This design comes from an exercise in tuning for small area and a short achievable clock period on the open sky130 flow, not from production work. In this exercise RTL edits were held to simulation tests only and were not proved equivalent to the original. No activity file was given, so power comes from the tool's default toggle rates.

==> flow/design.v (excerpt) <==
module uart_top (
    input  wire        clk,
    input  wire        rst,
    input  wire [31:0] baudrate,
    input  wire [1:0]  stop_bits,
    input  wire        parity_en,
    input  wire        parity_type,
    input  wire [7:0]  tx_data,
    input  wire        tx_valid,
    output wire        tx_ready,
    output wire        tx,
    input  wire        rx,
    input  wire        rx_valid,
    output wire        rx_ready,
    output wire [7:0]  rx_data,
    output wire        rx_parity_valid
);
Size in the first run: ~650 cells after synthesis.
clock: 120.0 ns
lec_check: 0
cap_margin: 20
core_margin: 2
core_utilization: 60
cts_buf_list: sky130_fd_sc_hd__clkbuf_4
cts_cluster_diameter: 100
cts_cluster_size: 30
place_density: 0.7
slew_margin: 20
standard.sh (not shown) runs the stock make flow with config.mk's settings and CLKGATE_MAP_FILE= SYNTH_SCRIPT=/design/flow/synth_recipe.tcl, a recipe that flattens the netlist after the stock synthesis.
==> flow/flow/run.sh <==
#!/bin/bash
# The standard layout (standard.sh: the standard flow's synthesis and ORFS flow) with three
# changes:
#  - the port buffers that placement inserts on every input and output are
#    sky130_fd_sc_hd__buf_1 instead of the default buffer cell;
#  - after the placement resize step, cells are sized down where the timing
#    slack allows (flow/recover.tcl).
# make's full output goes to standard.log; ORFS keeps each tool's log under
# orfs/logs.
set -euo pipefail
export BUFFER_PORTS_ARGS="-buffer_cell sky130_fd_sc_hd__buf_1"
export CTS_ARGS="-sink_clustering_enable -repair_clock_nets -sink_clustering_size 30 -sink_clustering_max_diameter 100 -buf_list sky130_fd_sc_hd__clkbuf_4 -dont_use_dummy_load"
export POST_RESIZE_TCL="$PWD/flow/recover.tcl"
bash standard.sh > standard.log 2>&1
==> flow/flow/recover.tcl <==
# Sourced by ORFS after its placement resize step (POST_RESIZE_TCL): size
# cells down where the timing slack allows.
repair_timing -recover_power 100
The first run completed with no timing, DRC or antenna violations.
Then changed:
==> flow/flow/run.sh (replaced) <==
#!/bin/bash
# The standard layout (standard.sh: the standard flow's synthesis and ORFS flow), with the
# port buffers that placement inserts on every input and output made
# sky130_fd_sc_hd__buf_1 instead of the default buffer cell.
set -euo pipefail
export BUFFER_PORTS_ARGS="-buffer_cell sky130_fd_sc_hd__buf_1"
bash standard.sh > standard.log 2>&1
Settings changed: CORE_UTILIZATION 60 to 75, PLACE_DENSITY 0.7 to 0.85.
removed: flow/flow/recover.tcl
Result:
- final area went up by 2.1%
- register-to-register slack is better by 0.27 ns
- non-clock buffer count is unchanged
- die area went down by 19%
- synthesized cell count is unchanged
- clock power went up by 58%
- clock-buffer cell count went up by 1
Then changed:
==> flow/flow/run.sh (replaced) <==
#!/bin/bash
# The standard layout (standard.sh: the standard flow's synthesis and ORFS flow) with two
# changes:
#  - the port buffers that placement inserts on every input and output are
#    sky130_fd_sc_hd__buf_1 instead of the default buffer cell;
set -euo pipefail
export BUFFER_PORTS_ARGS="-buffer_cell sky130_fd_sc_hd__buf_1"
export CTS_ARGS="-sink_clustering_enable -repair_clock_nets -sink_clustering_size 30 -sink_clustering_max_diameter 100 -buf_list sky130_fd_sc_hd__clkbuf_4 -dont_use_dummy_load"
bash standard.sh > standard.log 2>&1
Settings changed: CORE_UTILIZATION 75 to 60, PLACE_DENSITY 0.85 to 0.7.
The changed run completed with no timing, DRC or antenna violations.
Core utilization came out lower by 18 points.
Via count came out lower by 3.5%.
Die area came out higher by 24%.
Then changed:
==> flow/flow/run.sh (replaced) <==
#!/bin/bash
# The standard layout (standard.sh: the standard flow's synthesis and ORFS flow), with the
# port buffers that placement inserts on every input and output made
# sky130_fd_sc_hd__buf_1 instead of the default buffer cell.
set -euo pipefail
export BUFFER_PORTS_ARGS="-buffer_cell sky130_fd_sc_hd__buf_1"
bash standard.sh > standard.log 2>&1
After rerunning: Synthesized area does not change. Worst setup slack loses 0.043 ns. Count of clock-buffer cells in the layout increases by 3. Fmax barely changes. Combinational power barely changes. Utilization climbs by 1.5 points. Sequential power barely changes. Final area increases by a few percent. Power goes up by a little under a tenth. Global-route usage goes up by 0.50 points. Non-clock buffer count stays the same.

-- port drivers added, routing unchanged --
Ports are ideal in the flow. The routed layouts listed here were re-timed in OpenROAD. Step 1 assumes that a clkbuf_16 drives the clock port and a buf_2 every other input. Step 2 also shifts input and output timing later by t, the mid clock arrival at the registers, as if the neighbouring blocks saw the same clock. Three values: ideal ports, drivers, drivers and shift; two values: the first two.
run | shift t [ns] | slack for setup (ns) | worst register clock-pin slew, ns
the first run | 0.544 | 94.884 / 94.850 / 94.838 | 0.11 / 0.11
the second run | 0.540 | 94.881 / 94.850 / 94.815 | 0.12 / 0.12
the third run | 0.545 | 94.883 / 94.849 / 94.829 | 0.10 / 0.10
the fourth run | 0.574 | 94.840 / 94.808 / 94.818 | 0.11 / 0.11
After both steps setup and hold are still met in every run listed. The setup slack of the second run, which loses most, moves by -0.031 ns with the drivers and by -0.066 ns with both steps.
